Background: an optimization exercise with open tools, aiming at small area, a short achievable clock period and few clock cycles. Do not read the settings as production practice. Function was checked by simulation only, so behaviour that the tests miss may differ from the original.

==> inputs of run a <==
Design geofence, start of the top module:
module geofence (clk, reset, X, Y, valid, is_inside);
    input clk;
    input reset;
    input [9:0] X;
    input [9:0] Y;
    output valid;
    output is_inside;
    reg [3:0] phase;
    reg [9:0] tx, ty;
    reg       vsx, vsy, lsx, lsy, rsx, rsy;
    reg [9:0] vmx, vmy_n, lmx_n, lmy, rmx_n, rmy;
    reg       inside_acc;
    reg       _valid, _inside;
    assign valid = _valid;
    assign is_inside = _inside;
    wire [10:0] ex = {1'b0, X} + {1'b0, ~tx};
    wire [10:0] ey = {1'b0, Y} + {1'b0, ~ty};
    wire        dsx = ~ex[10];
    wire        dsy = ~ey[10];
    wire [9:0]  dmx = dsx ? ~ex[9:0] : ex[9:0] + 10'd1;
    wire [9:0]  dmy = dsy ? ~ey[9:0] : ey[9:0] + 10'd1;
    wire ge_l, ge_r;   
    geofence_cmp cmp_l (.an(lmx_n), .bn(vmy_n), .c(vmx), .d(lmy), .msb(ge_l));
    geofence_cmp cmp_r (.an(rmx_n), .bn(vmy_n), .c(vmx), .d(rmy), .msb(ge_r));
    wire s1l = lsx ^ vsy, s2l = vsx ^ lsy;
    wire s1r = rsx ^ vsy, s2r = vsx ^ rsy;
    wire nl1 = s1l, nl0 = s1l ^ (s1l == s2l);
    wire nr1 = s1r, nr0 = s1r ^ (s1r == s2r);
    wire nl = ge_l ? nl1 : nl0;
    wire nr = ge_r ? nr1 : nr0;
    wire active = (phase >= 4'd3) && (phase <= 4'd7);
    wire [3:0] upd_l_t = {nl1 & nr1, nl1 & nr0, nl0 & nr1, nl0 & nr0};
    wire [3:0] upd_r_t = {~nl1 & ~nr1, ~nl1 & ~nr0, ~nl0 & ~nr1, ~nl0 & ~nr0};
    wire upd_l = active & upd_l_t[{ge_l, ge_r}];
    wire upd_r = active & upd_r_t[{ge_l, ge_r}];
    wire wrap = nl & ~nr;
    always @(posedge clk or posedge reset) begin
        if (reset) begin
            phase <= 4'd0;
            _valid <= 1'b0;
            _inside <= 1'b0;
        end else begin
  ...
export LEC_CHECK = 0
export ABC_CLOCK_PERIOD_IN_PS = 6000
export CAP_MARGIN = 20
export CORE_MARGIN = 2
export CORE_UTILIZATION = 60
export SETUP_SLACK_MARGIN = 5
export SLEW_MARGIN = 20
create_clock -name core_clock -period 12.0 [get_ports {clk}]
standard.sh (not shown) runs the stock make flow with config.mk's settings and CLKGATE_MAP_FILE= SYNTH_SCRIPT=/design/flow/synth_recipe.tcl, a recipe that flattens the netlist after the stock synthesis.
==> flow/flow/run.sh <==
#!/bin/bash
# The standard layout, with one step added after synthesis: flow/fapol.py
# picks the polarity of each full-adder cell (a full adder is self-dual), of
# each half adder (rebuilt from an xor and an and-type gate) and of 2-input
# and/or gates, so that few inverters are left in the carry-save trees, and
# puts each full adder's latest-arriving input on its fastest pin (CIN).
# It changes only combinational cells; the registers keep their names and cells.
# Each tool's output goes to a log here: synth.log, fapol.log, finish.log
# (ORFS also keeps each step's log under orfs/logs).
set -euo pipefail
R=orfs/results/$FLOW_PLATFORM/geofence/base
bash standard.sh synth > synth.log 2>&1
cp $R/1_2_yosys.v $R/1_2_yosys.std.v
python3 flow/fapol.py $R/1_2_yosys.std.v $R/1_2_yosys.v > fapol.log 2>&1
rm -f $R/1_synth.odb $R/1_synth.sdc
bash standard.sh SETUP_SLACK_MARGIN=6.5 MATCH_CELL_FOOTPRINT=0 finish > finish.log 2>&1
Other scripts of this flow, unchanged in this note and not shown: flow/flow/fapol.py
==> inputs of run b, as changes to run a <==
--- a/flow/flow/run.sh
+++ b/flow/flow/run.sh
@@ -14,3 +14,3 @@
 python3 flow/fapol.py $R/1_2_yosys.std.v $R/1_2_yosys.v > fapol.log 2>&1
 rm -f $R/1_synth.odb $R/1_synth.sdc
-bash standard.sh SETUP_SLACK_MARGIN=6.5 MATCH_CELL_FOOTPRINT=0 finish > finish.log 2>&1
+bash standard.sh finish > finish.log 2>&1
- CORE_UTILIZATION: 60 -> 70
- PLACE_DENSITY: not set -> 0.75
==> inputs of run c, as changes to run a <==
--- a/flow/flow/run.sh
+++ b/flow/flow/run.sh
@@ -14,3 +14,3 @@
 python3 flow/fapol.py $R/1_2_yosys.std.v $R/1_2_yosys.v > fapol.log 2>&1
 rm -f $R/1_synth.odb $R/1_synth.sdc
-bash standard.sh SETUP_SLACK_MARGIN=6.5 MATCH_CELL_FOOTPRINT=0 finish > finish.log 2>&1
+bash standard.sh finish > finish.log 2>&1
==> notes.md <==
                                                                      run c                      run b                  run a
Result of the run                          no timing/DRC/antenna violations  no timing/DRC/antenna violations  no timing/DRC/antenna violations
Final-layout clock buffer total                                          12                         13                      9
Area growth syn-to-layout                                            5.949%                     5.782%                 17.18%
Critical-path cell with the highest stage delay   sky130_fd_sc_hd__edfxtp_1  sky130_fd_sc_hd__edfxtp_1  sky130_fd_sc_hd__fa_2
Total track usage                                                    29.57%                     34.01%                 32.68%
Footprint of the multi-input gates                              11310 sq um                11310 sq um            11440 sq um
Worst stage delay on the critical path                              0.79 ns                    0.75 ns                0.61 ns
Core area                                                       23400 sq um                20100 sq um            23400 sq um
Via count of the first global-routing pass                            10610                      11100                  11540
Met2 routing resource usage after global routing                     51.84%                     58.08%                 57.76%
Slack of the worst reg-to-reg path                                  5.29 ns                    5.31 ns                5.84 ns
Met3 Routed Length                                                 2.740 mm                   2.630 mm               2.804 mm
Fraction of met3 tracks used by global routing                       4.435%                     6.063%                 6.105%
Floorplan die width                                           158.1 microns              146.6 microns          158.1 microns
Testbench counts of run a, summed over its fixed seeds: cycles 10,800.
Testbench counts of run b, summed over its fixed seeds: cycles 10,800.
Testbench counts of run c, summed over its fixed seeds: cycles 10,800.

## static timing again, ports no longer ideal
In the flow no input, the clock included, has a driving cell. The finished layouts below were timed again as built, in two steps.
Step 1, drivers: a clkbuf_16 drives clk and a buf_2 each remaining input, both assumed.
Step 2 moves the port delays by t, midway between the first and last clock arrival at a register: inputs arrive t later, outputs are due t later. That takes back most of the time a late clock gives input paths.
a / b / c = ideal / step 1 / step 2; a / b = the first two.
run	shift t [ns]	slack for setup (ns)	hold WS [ns]	slew at the worst register clock pin (ns)	worst slew at a driven data input, ns
run a	0.378	5.837 / 5.837 / 5.837	0.532 / 0.532 / 0.532	0.07 / 0.07	0.04
run b	0.376	5.312 / 5.312 / 5.312	0.522 / 0.522 / 0.522	0.06 / 0.06	0.03
run c	0.369	5.285 / 5.285 / 5.285	0.545 / 0.545 / 0.545	0.07 / 0.07	0.03
After both steps every run listed still meets setup and hold.
